This design comes from an exercise in tuning for small area, a short achievable clock period and few clock cycles per item on the open sky130 flow, not from production work.
No functional check of the RTL was part of any run shown here.
Power is estimated from default activity; no workload was simulated.

## flow/design.v (module list and top-level ports; edited modules follow where they fit)
// module matvecmult: 2316 lines
// module mv_fa: 4 lines
// module mv_or2: 3 lines
// module mv_xnor2: 3 lines
module matvecmult(
    CLK,
    RST,
    vector_x,
    vector_b,
    vector_y,
    Q,
    A,
    finish
);
  // ...
==> flow/flow/run.sh <==
#!/bin/bash
set -euo pipefail
export BUFFER_PORTS_ARGS="-buffer_cell sky130_fd_sc_hd__buf_1"
bash standard.sh > standard_make.log 2>&1
==> flow/standard.sh <==
#!/bin/bash
# synth_recipe.tcl (not shown) runs the flow's synth.tcl, then flattens the netlist and writes it again
# the make line also repeats each setting of config.mk as NAME=value (left out here)
make -C /OpenROAD-flow-scripts/flow DESIGN_CONFIG=/design/flow/config.mk WORK_HOME=/design/flow/orfs CLKGATE_MAP_FILE= SYNTH_SCRIPT=/design/flow/synth_recipe.tcl "${@:-finish}"
==> flow/config.mk <==
export PLATFORM = sky130hd
export DESIGN_NAME = matvecmult
export DESIGN_NICKNAME = matvecmult
export VERILOG_FILES = /design/flow/design.v
export SDC_FILE = /design/flow/constraint.sdc
export NUM_CORES = 4
export LEC_CHECK = 0
export CAP_MARGIN = 20
export CORE_MARGIN = 2
export CORE_UTILIZATION = 40
export SLEW_MARGIN = 20
export SYNTH_HIERARCHICAL = 1
export SYNTH_MINIMUM_KEEP_SIZE = 0
==> flow/constraint.sdc <==
create_clock -name core_clock -period 10.0 [get_ports {CLK}]
set_input_delay 2.0000 -clock core_clock [delete_from_list [all_inputs] [get_ports {CLK}]]
set_output_delay 2.0000 -clock core_clock [all_outputs]
set_load 0.01 [all_outputs]
==> impl_metrics.env, run 1 <==
export IMPL_r2r_end="cut2[10]"
export IMPL_clock_sinks=318
export IMPL_multi_input_area_mm2=0.0102
export IMPL_dp_cells=2566
export IMPL_synth_area_leaders="fa_1 (28%), edfxtp_1 (22%), dfxtp_1 (19%)"
export IMPL_cts_made_buffers=38
export IMPL_pwr_share_clk_pct=19.3
export IMPL_synth_compound_area_share_pct=4.01
export IMPL_synth_adder_area_share_pct=28.2
export IMPL_synthCells=1497
export IMPL_initial_core_util_pct=40.4
export IMPL_drc_errors=0
export IMPL_clock_cell_area_share_pct=5.82
export IMPL_antenna_found_initial=9
export IMPL_outcome="finished clean"
export IMPL_postCtsSetupBuffers=0
export IMPL_postCtsResizedCells=0
export IMPL_p_leak_nw=7.66
export IMPL_crit_arrival_ps=2000
export IMPL_grt_first_pass_wirelength_um=79400
export IMPL_hp_class="reg2reg"
export IMPL_synth_commonest_cells="nand2_1 (470), fa_1 (256), xnor2_1 (197), dfxtp_1 (174), edfxtp_1 (136)"
export IMPL_path_cells="or2_2 > buf_4 > buf_1"
export IMPL_rsz0062_at_grt="no"
export IMPL_multi_input_gates=1133
==> run 2: changes to the inputs <==
--- a/flow/design.v
+++ b/flow/design.v
@@ -20,44 +20,46 @@
 reg        rs;
 reg  [3:1] val;          
 reg  [3:1] done;         
 reg        fin;
 reg  [7:0] y_r [0:15];
 reg  [7:0] bsel;
 integer    i;
 reg        skip;                        
-wire [3:0] a_w;
-mv_or2 ua0 (.a(cnt[0]), .b(skip), .y(a_w[0]));
-assign a_w[3:1] = cnt[3:1];
+reg  [3:0] ar;                          
+wire [3:0] a_w = {cnt[3:1], cnt[0] ^ skip};    
+wire [3:0] a_o;
+mv_or2 ua0 (.a(ar[0]), .b(skip), .y(a_o[0]));
+assign a_o[3:1] = ar[3:1];
 wire       fetched = cnt[4];            
-assign A = a_w;
+assign A = a_o;
 assign finish = fin;
 always @(posedge CLK) begin
     rs   <= RST;
     skip <= RST & ~rs;
     val  <= {val, RST ? ~rs : ~fetched};
 end
 always @(posedge CLK or posedge RST) begin
     if (RST) begin
         cnt  <= 5'd0;
+        ar   <= 4'd0;
         done <= {3{1'b0}};
         fin  <= 1'b0;
     end else begin
-        if (!fetched)
+        if (!fetched) begin
             cnt <= cnt + (skip ? 5'd2 : 5'd1);
+            ar  <= {ar[3:1] + {2'b0, ar[0]}, ~ar[0]} + {3'b0, skip};
+        end
         done <= {done, fetched};
         fin  <= done[2];
     end
 end
-always @(posedge CLK) begin
-    for (i = 0; i < 16; i = i + 1)
-        if (a_w == i)
-            bsel <= vector_b[8*i +: 8];
-end
+always @(posedge CLK)
+    bsel <= vector_b[8*a_w +: 8];
 wire p1;
 wire p2;
 wire p3;
 wire p4;
 wire p5;
 wire p6;
 wire p7;
 wire p8;
==> impl_metrics.env, run 2 <==
export IMPL_drt_iter0_drc=644
export IMPL_clock_fmax_mhz=295
export IMPL_vias_per_cell=4.76
export IMPL_ys_flop_type="dfxtp_1"
export IMPL_clkLatencyLatePin_ps=540
export IMPL_rsz0062_at_grt="no"
export IMPL_cts_tree="yes"
export IMPL_worstSetupStartpointType="input port"
export IMPL_yosys_warnings=8
export IMPL_sw_frac_of_total_pct=37.5
export IMPL_synth_area_leaders="fa_1 (29%), edfxtp_1 (22%), dfxtp_1 (21%)"
export IMPL_syn_area_mm2=0.0178
export IMPL_fin_util_pct=48.6
export IMPL_syn2layout_area_growth_pct=20.4
export IMPL_p_seq_share_pct=30.7
export IMPL_layout_area_seq_mm2=0.00779
export IMPL_reg_largest_list="cut1: 156 flops, y_r: 128 flops, cut2: 11 flops"
export IMPL_period_share_pct=33.9
export IMPL_synth_enable_flop_cells=128
export IMPL_p_switching_mw=2.64
export IMPL_drive_above_1_share_pct=4.13
export IMPL_slew_headroom_pct=43.7
export IMPL_dp_cells=2437
export IMPL_nNetsFinal=2531
export IMPL_antenna_left=0
export IMPL_clkTransAtPathRegs_ps=60
export IMPL_top_register="cut1"
export IMPL_vias=11900
export IMPL_core_mm2=0.0440
export IMPL_largest_reg_flops=156
export IMPL_yosysUniqueCellTypes=37
export IMPL_routabilityCongestion=0.899
export IMPL_final_setup_skew_ps=11.0
export IMPL_final_area_mm2=0.0214
export IMPL_avgSynthCellArea_um2=12.9
export IMPL_p_int_mw=4.40
export IMPL_htree_levels=2
export IMPL_hpwl_um=41300
export IMPL_first_pass_iters=5
export IMPL_num_rows=77
export IMPL_pwr_share_clk_pct=19.0
export IMPL_period_needed_ps=3390
export IMPL_antenna_found_initial=6
export IMPL_layout_commonest_cell="buf_1"
export IMPL_port_buffers=486
export IMPL_synth_commonest_cells="nand2_1 (457), fa_1 (256), xnor2_1 (197), dfxtp_1 (182), edfxtp_1 (128)"
export IMPL_grt_pass1_vias=12700
export IMPL_cts_made_buffers=36
export IMPL_hold_buffers=0
export IMPL_postCtsSetupBuffers=0
export IMPL_p_per_area_mw_per_mm2=329
export IMPL_wl_per_cell_um=19.6
export IMPL_hp_class="reg2reg"
export IMPL_grt_ovfl_total=0
export IMPL_outcome="finished clean"
export IMPL_die_area_mm2=0.0461
export IMPL_required_ps=10400
export IMPL_path_class="in2reg"
export IMPL_die_h_um=215
export IMPL_grt_max_degree=70
export IMPL_nFillCells=4050
export IMPL_cp_max_fo=7
export IMPL_wirelength_um=49200
export IMPL_crit_arrival_ps=3790
export IMPL_ys_ff_latch=322
export IMPL_p_leak_nw=7.51
export IMPL_final_cells=2507
export IMPL_final_cell_mix="buf_1 (486), nand2_1 (457), fa_1 (256), xnor2_1 (197), dfxtp_1 (181)"
export IMPL_drv_slew=0
export IMPL_drv_cap=0
export IMPL_setup_viol=0
export IMPL_multi_input_area_mm2=0.00974
export IMPL_yosysTopAreaCellShare_pct=28.9
export IMPL_place_area_mm2=0.0202
export IMPL_synth_top_area_cell="fa_1"
export IMPL_vdd_drop_max_v=0.000373
export IMPL_gr_usage_all_layers_pct=21.5
export IMPL_hold_viol_final=0
export IMPL_postCtsResizedCells=0
export IMPL_yosysMostFrequentCell="nand2_1"
export IMPL_whs_ps=324
export IMPL_synth_async_reset_ratio_pct=3.73
export IMPL_ios=519
export IMPL_tns_ps=0
export IMPL_tightestPinTransition_ps=844
export IMPL_drc_errors=0
export IMPL_grt_first_pass_wirelength_um=74000
export IMPL_root_buffer="clkbuf_16"
export IMPL_synthCells=1377
export IMPL_fp_dieW_um=215
export IMPL_endpoint_kind="flip-flop"
export IMPL_cts_buffer_depth=3
export IMPL_comb_power_share_pct=50.2
export IMPL_seq_area_frac_synth_pct=43.9
export IMPL_initial_core_util_pct=40.3
export IMPL_clock_sinks=322
==> run 2: cell types whose count changed after synthesis, moves of 9 or more <==
cell     before  now
a21oi_1      16    1
nand2_1     470  457
buf_4        12    3
mux2i_1      15   33
nor2_1       14    2
o22ai_1      12    0
o21ai_0      22    1
nor2b_1      14    2
==> run 2: metal layers <==
metal	wire length (um)	global-route usage [%]	part of all wire, %
met1	21700	29.6	44
met2	23500	34.4	48
met3	3190	4.82	6.5
met4	835	5.42	1.7
met5	27	0	0.055
==> run 2: modules after synthesis (local to each module, per instance) <==
module      cells inside  cell area, um2  copies in the design  flops+latches
mv_xnor2               1            8.76                   195              0
mv_or2                 1            6.26                     1              0
mv_fa                  1            20.0                   255              0
matvecmult           926           10900                     1            322
==> run 2: cell type report <==
type	instances	area share (%)
antenna	4	0.0468
clock buffer	45	4.56
clock inverter	21	1.03
inverter	17	0.298
multi-input combinational	1018	45.5
sequential	322	36.4
tap	592	3.46
timing repair buffer	488	8.60
==> run 2: worst max-delay path, stage by stage <==
cell and delay, ps:
buf_1 410, nand2_1 290, fa_1 560, fa_1 520
==> run 2: power by group through the flow <==
stage	logic, mW	registers, mW	clock network [mW]
finish	3.54	2.16	1.34
global route	3.95	2.22	1.43
CTS	3.65	2.18	1.38
detailed placement	3.61	2.20	0
global placement	3.63	2.19	0
floorplan	2.50	2.16	0
==> run 2: path summary, 6_finish.rpt <==
kind | start | endpoint | slack, ps | depth (start not counted)
max | Q[0] | cut1[112] | 6610 | 4
min | val[2] | val[3] | 320 | 0
max reg2reg | cut1[48] | cut2[5] | 6980 | 5
min reg2reg | val[2] | val[3] | 320 | 0
max in group asynchronous | RST | cnt[0] | 8150 | 2
min in group asynchronous | RST | cnt[3] | 1510 | 2
==> run 2: logic make-up (layout without fill, tap and decap cells) <==
group	count (synthesis)	in the layout	synth area share (%)
multiplexers	53	53	4.23
AO/OA/AOI/OAI	35	35	1.43
flip-flops	322	322	43.9
XOR/XNOR	200	200	9.87
adder cells (fa/ha/maj)	262	262	29.3
buffers and inverters	37	571	1.29
other	0	4	0
AND/OR/NAND/NOR	468	468	10.0
==> run 2: per-stage QoR <==
step / power (mW) / setup slack (ps)
floorplan: 4.66 / 6430
global placement: 5.82 / 6030
detailed placement: 5.81 / 6080
CTS: 7.21 / 6650
global route: 7.60 / 6590
finish: 7.04 / 6610

separate check: timing with driven ports:
The flow's constraints put no driver on any port. The routed layouts listed below were extracted and timed again, unchanged, in two steps.
Step 1, drivers: a clkbuf_16 drives CLK and a buf_2 each remaining input, both assumed.
Step 2 times the ports against the registers' clock, not the clock port: input delays grow and output delays shrink by t, the midpoint of the rising clock arrivals with the driver on.
Slacks: no drivers / after step 1 / after step 2; pairs: no drivers / after step 1.
run | shift t [ns] | setup slack, ns | latest minus earliest clock arrival (ns) | worst register clock-pin slew, ns | worst slew at a driven data input, ns
run 1 | 0.589 | 5.996 / 5.940 / 6.072 | 0.030 / 0.029 | 0.06 / 0.06 | 0.10
run 2 | 0.584 | 6.609 / 6.635 / 6.051 | 0.012 / 0.012 | 0.07 / 0.07 | 0.10
After both steps setup and hold are still met in every run listed. The setup slack of run 2, which loses most, moves by +0.026 ns with the drivers and by -0.558 ns with both steps.
